This design comes from an exercise in tuning for small area and a short achievable clock period on the open sky130 flow, not from production work. In this exercise RTL edits were held to simulation tests only and were not proved equivalent to the original.

==> run a <==
## adc_mul
module adc_mul
(
    input  logic         clk_i,
    input  logic         rst_i,
    input  logic [11:0]  x_i,
    input  logic [11:0]  y_i,
    input  logic [11:0]  z_i,
    output logic [11:0]  fp_o
);
Settings: LEC_CHECK=0, CAP_MARGIN=20, CORE_MARGIN=2, CORE_UTILIZATION=40, SLEW_MARGIN=20, SYNTH_HIERARCHICAL=1, SYNTH_MINIMUM_KEEP_SIZE=0; clock period 95.0 ns.
standard.sh (not shown) runs the stock make flow with config.mk's settings and CLKGATE_MAP_FILE= SYNTH_SCRIPT=/design/flow/synth_recipe.tcl, a recipe that flattens the netlist after the stock synthesis.
==> flow/flow/run.sh <==
#!/bin/bash
# The standard layout (standard.sh), with the input and output ports
# buffered by sky130_fd_sc_hd__buf_1 cells instead of the cell buffer_ports picks
# by default, and clock tree synthesis asked for larger sink clusters (fewer
# clock buffers, clkbuf_16 throughout). Everything else, synthesis included, is the
# standard flow.
set -euo pipefail
export BUFFER_PORTS_ARGS="-buffer_cell sky130_fd_sc_hd__buf_1"
export CTS_ARGS="-sink_clustering_enable -repair_clock_nets -buf_list sky130_fd_sc_hd__clkbuf_16 -root_buf sky130_fd_sc_hd__clkbuf_16 -sink_clustering_size 30 -sink_clustering_max_diameter 120"
bash standard.sh > standard.log 2>&1
==> inputs of run b, as changes to run a <==
--- a/flow/design.v
+++ b/flow/design.v
@@ -7,11 +7,10 @@
     input  logic [11:0]  z_i,
     output logic [11:0]  fp_o
 );
     localparam int C2 = 9;     
     localparam int C3 = 19;    
-    localparam logic [24:0] DUPROW = ~25'b0000000001111110000111000;
     logic [11:0] x1, y1, z1;
     always_ff @(posedge clk_i) begin
         x1 <= x_i;
         y1 <= y_i;
         z1 <= z_i;
@@ -40,11 +39,11 @@
     logic [13:0] rs [1:24];
     logic [13:0] rc [1:24];
     generate
         for (genvar j = 2; j <= 24; j++) begin : g_row
             localparam int ST = (j <= C2) ? 1 : (j <= C3) ? 2 : 3;
-            srt_row #(.FIRST(j == 2), .DUP(DUPROW[j])) u_row (
+            srt_row #(.FIRST(j == 2)) u_row (
                 .s(rs[j-1]), .c(rc[j-1]), .z(zt[ST]), .zb(zb[ST]),
                 .qp(dp[24-j]), .qn(dn[24-j]), .so(ws[j]),
                 .co({wc[j][13:2], wc[j][0]}));
             assign wc[j][1] = 1'b0;
         end
@@ -100,43 +99,30 @@
     assign pp = {p3, dp[23-C3:0]};
     assign nn = {n3, dn[23-C3:0]};
     adc_sign  u_sign (.s(ws[24]), .c(wc[24]), .neg(neg));
     adc_conv #(.K(24 - C3)) u_conv (.p(pp), .n(nn), .neg(neg), .m(m));
     mul12x24  u_mul  (.x(x3), .m(m), .p(p));
-    adc_shift u_shf  (.p(p), .sh(sh3), .res(res));
+    adc_shift u_shf  (.p(p), .sh(sh3), .vld(vld[2]), .res(res));
     always_ff @(posedge clk_i or posedge rst_i) begin
         if (rst_i)       fp_o <= '0;
-        else if (vld[2]) fp_o <= res;
-        else             fp_o <= '0;
+        else             fp_o <= res;
     end
 endmodule
 module adc_norm (input logic [11:0] x, input logic [11:0] y, input logic [11:0] z,
                  output logic [10:0] ny, output logic [10:0] nz,
                  output logic [4:0] sh, output logic ge);
     logic [3:0]  lzy, lzz;
     logic [11:0] ty, tz;
-    logic [10:0] g, t;
-    logic [2:0]  gb, tb;
     adc_nrm12 u_y (.v(y), .n(ty), .lz(lzy));
     adc_nrm12 u_z (.v(z), .n(tz), .lz(lzz));
     assign ny = ty[10:0];
     assign nz = tz[10:0];
-    assign g = ny & ~nz;
-    assign t = ny | ~nz;
+    assign ge = ny >= nz;
     always_comb begin
-        for (int k = 0; k < 2; k++) begin
-            gb[k] = g[4*k+3] | (t[4*k+3] & (g[4*k+2] | (t[4*k+2] & (g[4*k+1] | (t[4*k+1] & g[4*k])))));
-            tb[k] = &t[4*k +: 4];
-        end
-        gb[2] = g[10] | (t[10] & (g[9] | (t[9] & g[8])));
-        tb[2] = &t[10:8];
-        ge = gb[2] | (tb[2] & (gb[1] | (tb[1] & (gb[0] | tb[0]))));
-    end
-    always_comb begin
-        if (x == 12'd0 || !ty[11]) sh = 5'd31;
-        else if (!tz[11])           sh = 5'd30;
-        else                        sh = 5'(5'd12 + lzy - lzz - {4'd0, ge});
+        if (x == 12'd0 || y == 12'd0) sh = 5'd31;
+        else if (z == 12'd0)           sh = 5'd30;
+        else                           sh = 5'(5'd12 + lzy - lzz - {4'd0, ge});
     end
 endmodule
 module adc_nrm12 (input logic [11:0] v, output logic [11:0] n, output logic [3:0] lz);
     logic [11:0] a, b, c;
     assign lz[3] = v[11:4] == 8'd0;
@@ -146,24 +132,19 @@
     assign lz[1] = b[11:10] == 2'd0;
     assign c     = lz[1] ? {b[9:0], 2'd0} : b;
     assign lz[0] = ~c[11];
     assign n     = lz[0] ? {c[10:0], 1'b0} : c;
 endmodule
-module srt_row #(parameter bit FIRST = 0, parameter bit DUP = 1)
+module srt_row #(parameter bit FIRST = 0)
     (input  logic [13:0] s, input logic [13:0] c,
      input  logic [10:0] z, input logic [10:0] zb,
      output logic qp, output logic qn,
      output logic [13:0] so, output logic [12:0] co);
-    logic x3, g3, g31, qp1, qn1;
-    srt_sel u_sel (.s(s[13:10]), .c(c[13:10]), .x3(x3), .g(g3), .g1(g31));
-    srt_drv u_d0 (.x3(x3), .g(g3), .g1(g31), .qp(qp), .qn(qn));
-    if (DUP) begin : g_dup
-        srt_drv u_d1 (.x3(x3), .g(g3), .g1(g31), .qp(qp1), .qn(qn1));
-    end else begin : g_one
-        assign qp1 = qp;
-        assign qn1 = qn;
-    end
+    logic e3, nz3, qp1, qn1;
+    srt_sel u_sel (.s(s[13:10]), .c(c[13:10]), .e3(e3), .nz(nz3));
+    srt_drv u_d0 (.e3(e3), .nz(nz3), .qp(qp), .qn(qn));
+    srt_drv u_d1 (.e3(e3), .nz(nz3), .qp(qp1), .qn(qn1));
     logic [13:0] cw;
     assign co = {cw[13:2], cw[0]};
     assign so[0] = (qp & zb[0]) | (qn & z[0]);
     assign cw[0] = qp;
     srt_bit u_b1 (.s(s[0]), .c(c[0]), .z(z[1]), .zb(zb[1]), .qp(qp), .qn(qn),
@@ -180,38 +161,32 @@
                      .qp(i < 7 ? qp : qp1), .qn(i < 7 ? qn : qn1),
                      .so(so[i]), .co(cw[i+1]));
     end
     adc_fa u_b11 (.a(s[10]), .b(c[10]), .c(qn1), .s(so[11]), .co(cw[12]));
     adc_fa u_b12 (.a(s[11]), .b(c[11]), .c(qp1), .s(so[12]), .co(cw[13]));
-    logic x12;
-    adc_xor1 u_x13 (.a(s[12]), .b(c[12]), .y(x12));
-    assign so[13] = x12 ^ qp1;
-endmodule
-module adc_xor1 (input logic a, input logic b, output logic y);
-    assign y = a ^ b;
+    assign so[13] = s[12] ^ c[12] ^ qp1;
 endmodule
-module srt_sel (input logic [3:0] s, input logic [3:0] c,
-                output logic x3, output logic g, output logic g1);
-    srt_cy3  u_cy  (.s(s[2:0]), .c(c[2:0]), .cy(g));
-    srt_cy3i u_cyi (.s(s[2:0]), .c(c[2:0]), .cy(g1));
+module srt_sel (input logic [3:0] s, input logic [3:0] c, output logic e3, output logic nz);
+    logic c3, x3, lo;
+    srt_cy3 u_cy (.s(s[2:0]), .c(c[2:0]), .cy(c3));
+    srt_ne3 u_ne (.s(s[2:0]), .c(c[2:0]), .ne(lo));
     assign x3 = s[3] ^ c[3];
+    assign e3 = x3 ^ c3;
+    assign nz = ~(x3 & lo);
+endmodule
+module srt_drv (input logic e3, input logic nz, output logic qp, output logic qn);
+    assign qp = ~e3;
+    assign qn = e3 & nz;
 endmodule
 module srt_cy3 (input logic [2:0] s, input logic [2:0] c, output logic cy);
     logic [2:0] g, t;
     assign g  = s & c;
     assign t  = s | c;
     assign cy = g[2] | (t[2] & (g[1] | (t[1] & g[0])));
 endmodule
-module srt_cy3i (input logic [2:0] s, input logic [2:0] c, output logic cy);
-    logic [2:0] g, t;
-    assign g  = s & c;
-    assign t  = s | c;
-    assign cy = g[2] | (t[2] & (g[1] | (t[1] & (g[0] | t[0]))));
-endmodule
-module srt_drv (input logic x3, input logic g, input logic g1, output logic qp, output logic qn);
-    assign qp = ~(x3 ^ g);
-    assign qn = x3 ^ g1;
+module srt_ne3 (input logic [2:0] s, input logic [2:0] c, output logic ne);
+    assign ne = &(s ^ c);
 endmodule
 module srt_bit (input logic s, input logic c, input logic z, input logic zb,
                 input logic qp, input logic qn, output logic so, output logic co);
     logic a;
     assign a = (qp & zb) | (qn & z);
@@ -273,11 +248,12 @@
     adc_xor23 u_x (.a(t), .b(h), .y(m));
 endmodule
 module adc_xor23 (input logic [22:0] a, input logic [22:0] b, output logic [22:0] y);
     assign y = a ^ b;
 endmodule
-module adc_shift (input logic [35:12] p, input logic [4:0] sh, output logic [11:0] res);
+module adc_shift (input logic [35:12] p, input logic [4:0] sh, input logic vld,
+                  output logic [11:0] res);
     logic [26:0] a;      
     logic [18:0] b;      
     logic [14:0] c;      
     logic [12:0] d;      
     logic [11:0] e;      
@@ -291,11 +267,11 @@
         for (int k = 0; k < 13; k++) d[k] = sh[1] ? c[k + 2] : c[k];
         for (int k = 0; k < 12; k++) e[k] = sh[0] ? d[k + 1] : d[k];
         o[11] = p[35];
         for (int k = 10; k >= 0; k--) o[k] = o[k + 1] | p[24 + k];
         ovf = ((sh <= 5'd11) && o[sh[3:0]]) || (sh == 5'd30);
-        res = e | {12{ovf}};
+        res = (e | {12{ovf}}) & {12{vld}};
     end
 endmodule
 module mul12x24 (input logic [11:0] x, input logic [22:0] m, output logic [35:12] p);
     logic [35:0] sb, cb, xs, g, t, ps;
     wire pb0_0 = ~(x[0] & m[0]);
==> flow/flow/run.sh (replaced) <==
#!/bin/bash
# The standard layout (standard.sh), with the input and output ports
# buffered by sky130_fd_sc_hd__buf_2 cells instead of the cell buffer_ports picks
# by default. Everything else, synthesis included, is the standard flow.
set -euo pipefail
export BUFFER_PORTS_ARGS="-buffer_cell sky130_fd_sc_hd__buf_2"
bash standard.sh > standard.log 2>&1
CTS_BUF_LIST = sky130_fd_sc_hd__clkbuf_8   (was not set)
==> inputs of run c, as changes to run a <==
--- a/flow/design.v
+++ b/flow/design.v
@@ -7,11 +7,10 @@
     input  logic [11:0]  z_i,
     output logic [11:0]  fp_o
 );
     localparam int C2 = 9;     
     localparam int C3 = 19;    
-    localparam logic [24:0] DUPROW = ~25'b0000000001111110000111000;
     logic [11:0] x1, y1, z1;
     always_ff @(posedge clk_i) begin
         x1 <= x_i;
         y1 <= y_i;
         z1 <= z_i;
@@ -40,11 +39,11 @@
     logic [13:0] rs [1:24];
     logic [13:0] rc [1:24];
     generate
         for (genvar j = 2; j <= 24; j++) begin : g_row
             localparam int ST = (j <= C2) ? 1 : (j <= C3) ? 2 : 3;
-            srt_row #(.FIRST(j == 2), .DUP(DUPROW[j])) u_row (
+            srt_row #(.FIRST(j == 2)) u_row (
                 .s(rs[j-1]), .c(rc[j-1]), .z(zt[ST]), .zb(zb[ST]),
                 .qp(dp[24-j]), .qn(dn[24-j]), .so(ws[j]),
                 .co({wc[j][13:2], wc[j][0]}));
             assign wc[j][1] = 1'b0;
         end
@@ -112,31 +111,19 @@
 module adc_norm (input logic [11:0] x, input logic [11:0] y, input logic [11:0] z,
                  output logic [10:0] ny, output logic [10:0] nz,
                  output logic [4:0] sh, output logic ge);
     logic [3:0]  lzy, lzz;
     logic [11:0] ty, tz;
-    logic [10:0] g, t;
-    logic [2:0]  gb, tb;
     adc_nrm12 u_y (.v(y), .n(ty), .lz(lzy));
     adc_nrm12 u_z (.v(z), .n(tz), .lz(lzz));
     assign ny = ty[10:0];
     assign nz = tz[10:0];
-    assign g = ny & ~nz;
-    assign t = ny | ~nz;
+    assign ge = ny >= nz;
     always_comb begin
-        for (int k = 0; k < 2; k++) begin
-            gb[k] = g[4*k+3] | (t[4*k+3] & (g[4*k+2] | (t[4*k+2] & (g[4*k+1] | (t[4*k+1] & g[4*k])))));
-            tb[k] = &t[4*k +: 4];
-        end
-        gb[2] = g[10] | (t[10] & (g[9] | (t[9] & g[8])));
-        tb[2] = &t[10:8];
-        ge = gb[2] | (tb[2] & (gb[1] | (tb[1] & (gb[0] | tb[0]))));
-    end
-    always_comb begin
-        if (x == 12'd0 || !ty[11]) sh = 5'd31;
-        else if (!tz[11])           sh = 5'd30;
-        else                        sh = 5'(5'd12 + lzy - lzz - {4'd0, ge});
+        if (x == 12'd0 || y == 12'd0) sh = 5'd31;
+        else if (z == 12'd0)           sh = 5'd30;
+        else                           sh = 5'(5'd12 + lzy - lzz - {4'd0, ge});
     end
 endmodule
 module adc_nrm12 (input logic [11:0] v, output logic [11:0] n, output logic [3:0] lz);
     logic [11:0] a, b, c;
     assign lz[3] = v[11:4] == 8'd0;
@@ -146,24 +133,19 @@
     assign lz[1] = b[11:10] == 2'd0;
     assign c     = lz[1] ? {b[9:0], 2'd0} : b;
     assign lz[0] = ~c[11];
     assign n     = lz[0] ? {c[10:0], 1'b0} : c;
 endmodule
-module srt_row #(parameter bit FIRST = 0, parameter bit DUP = 1)
+module srt_row #(parameter bit FIRST = 0)
     (input  logic [13:0] s, input logic [13:0] c,
      input  logic [10:0] z, input logic [10:0] zb,
      output logic qp, output logic qn,
      output logic [13:0] so, output logic [12:0] co);
-    logic x3, g3, g31, qp1, qn1;
-    srt_sel u_sel (.s(s[13:10]), .c(c[13:10]), .x3(x3), .g(g3), .g1(g31));
-    srt_drv u_d0 (.x3(x3), .g(g3), .g1(g31), .qp(qp), .qn(qn));
-    if (DUP) begin : g_dup
-        srt_drv u_d1 (.x3(x3), .g(g3), .g1(g31), .qp(qp1), .qn(qn1));
-    end else begin : g_one
-        assign qp1 = qp;
-        assign qn1 = qn;
-    end
+    logic e3, nz3, qp1, qn1;
+    srt_sel u_sel (.s(s[13:10]), .c(c[13:10]), .e3(e3), .nz(nz3));
+    srt_drv u_d0 (.e3(e3), .nz(nz3), .qp(qp), .qn(qn));
+    srt_drv u_d1 (.e3(e3), .nz(nz3), .qp(qp1), .qn(qn1));
     logic [13:0] cw;
     assign co = {cw[13:2], cw[0]};
     assign so[0] = (qp & zb[0]) | (qn & z[0]);
     assign cw[0] = qp;
     srt_bit u_b1 (.s(s[0]), .c(c[0]), .z(z[1]), .zb(zb[1]), .qp(qp), .qn(qn),
@@ -180,38 +162,32 @@
                      .qp(i < 7 ? qp : qp1), .qn(i < 7 ? qn : qn1),
                      .so(so[i]), .co(cw[i+1]));
     end
     adc_fa u_b11 (.a(s[10]), .b(c[10]), .c(qn1), .s(so[11]), .co(cw[12]));
     adc_fa u_b12 (.a(s[11]), .b(c[11]), .c(qp1), .s(so[12]), .co(cw[13]));
-    logic x12;
-    adc_xor1 u_x13 (.a(s[12]), .b(c[12]), .y(x12));
-    assign so[13] = x12 ^ qp1;
-endmodule
-module adc_xor1 (input logic a, input logic b, output logic y);
-    assign y = a ^ b;
-endmodule
-module srt_sel (input logic [3:0] s, input logic [3:0] c,
-                output logic x3, output logic g, output logic g1);
-    srt_cy3  u_cy  (.s(s[2:0]), .c(c[2:0]), .cy(g));
-    srt_cy3i u_cyi (.s(s[2:0]), .c(c[2:0]), .cy(g1));
+    assign so[13] = s[12] ^ c[12] ^ qp1;
+endmodule
+module srt_sel (input logic [3:0] s, input logic [3:0] c, output logic e3, output logic nz);
+    logic c3, x3, lo;
+    srt_cy3 u_cy (.s(s[2:0]), .c(c[2:0]), .cy(c3));
+    srt_ne3 u_ne (.s(s[2:0]), .c(c[2:0]), .ne(lo));
     assign x3 = s[3] ^ c[3];
+    assign e3 = x3 ^ c3;
+    assign nz = ~(x3 & lo);
+endmodule
+module srt_drv (input logic e3, input logic nz, output logic qp, output logic qn);
+    assign qp = ~e3;
+    assign qn = e3 & nz;
 endmodule
 module srt_cy3 (input logic [2:0] s, input logic [2:0] c, output logic cy);
     logic [2:0] g, t;
     assign g  = s & c;
     assign t  = s | c;
     assign cy = g[2] | (t[2] & (g[1] | (t[1] & g[0])));
 endmodule
-module srt_cy3i (input logic [2:0] s, input logic [2:0] c, output logic cy);
-    logic [2:0] g, t;
-    assign g  = s & c;
-    assign t  = s | c;
-    assign cy = g[2] | (t[2] & (g[1] | (t[1] & (g[0] | t[0]))));
-endmodule
-module srt_drv (input logic x3, input logic g, input logic g1, output logic qp, output logic qn);
-    assign qp = ~(x3 ^ g);
-    assign qn = x3 ^ g1;
+module srt_ne3 (input logic [2:0] s, input logic [2:0] c, output logic ne);
+    assign ne = &(s ^ c);
 endmodule
 module srt_bit (input logic s, input logic c, input logic z, input logic zb,
                 input logic qp, input logic qn, output logic so, output logic co);
     logic a;
     assign a = (qp & zb) | (qn & z);
==> flow/flow/run.sh (replaced) <==
#!/bin/bash
# The standard layout (standard.sh), with the input and output ports
# buffered by sky130_fd_sc_hd__buf_2 cells instead of the cell buffer_ports picks
# by default. Everything else, synthesis included, is the standard flow.
set -euo pipefail
export BUFFER_PORTS_ARGS="-buffer_cell sky130_fd_sc_hd__buf_2"
bash standard.sh > standard.log 2>&1
CORE_UTILIZATION = 65   (was 40)
CTS_BUF_LIST = sky130_fd_sc_hd__clkbuf_8   (was not set)
==> out/metrics.cfg <==
[status]
status = finished clean

[timing]
slew_headroom_pct = 24.1
hold_slack_ps = 335
worst_slack_ps = 75010

[floorplanning]
start_util_pct = 40.4

[place]
placedCellCount = 3231

[critical_path]
reg2reg_to = fp_o[2]$_DFF_PP0_

That was run a.
==> out/metrics.cfg <==
[timing]
hold_slack_ps = 322

[critical_path]
reg2reg_to = fp_o[6]$_DFF_PP0_

[floorplanning]
start_util_pct = 65.9

[status]
status = finished clean

That was run c.
==> out/metrics.cfg <==
[status]
status = finished clean

[floorplanning]
start_util_pct = 40.5

[place]
placedCellCount = 3270

[timing]
hold_slack_ps = 322
slew_headroom_pct = 23.9

[critical_path]
reg2reg_to = fp_o[0]$_DFF_PP0_

That was run b.

-- port drivers added, routing unchanged --
The results above use ideal ports. As a check the final layouts listed here were re-extracted and re-timed, cells and wires unchanged.
Step 1: set_driving_cell puts a clkbuf_16 on clk_i and a buf_2 on each other input, an assumption about the parent block.
Step 2, shift: input delay + t, output delay - t, t = (earliest + latest rising clock arrival at the registers) / 2. This alone moves slack from input paths to output paths.
Three values: ideal, step 1, step 2; two values: the first two.
run	t (ns)	slack for setup (ns)	worst hold slack (ns)	worst data-port slew with drivers (ns)	pins driven straight from the clock port
run a	0.536	75.009 / 74.955 / 75.491	0.335 / 0.335 / 0.335	0.03	1
run b	0.611	74.948 / 74.888 / 75.499	0.322 / 0.322 / 0.322	0.04	1
run c	0.629	74.899 / 74.848 / 75.477	0.322 / 0.322 / 0.322	0.04	1
After both steps setup and hold are still met in every run listed.
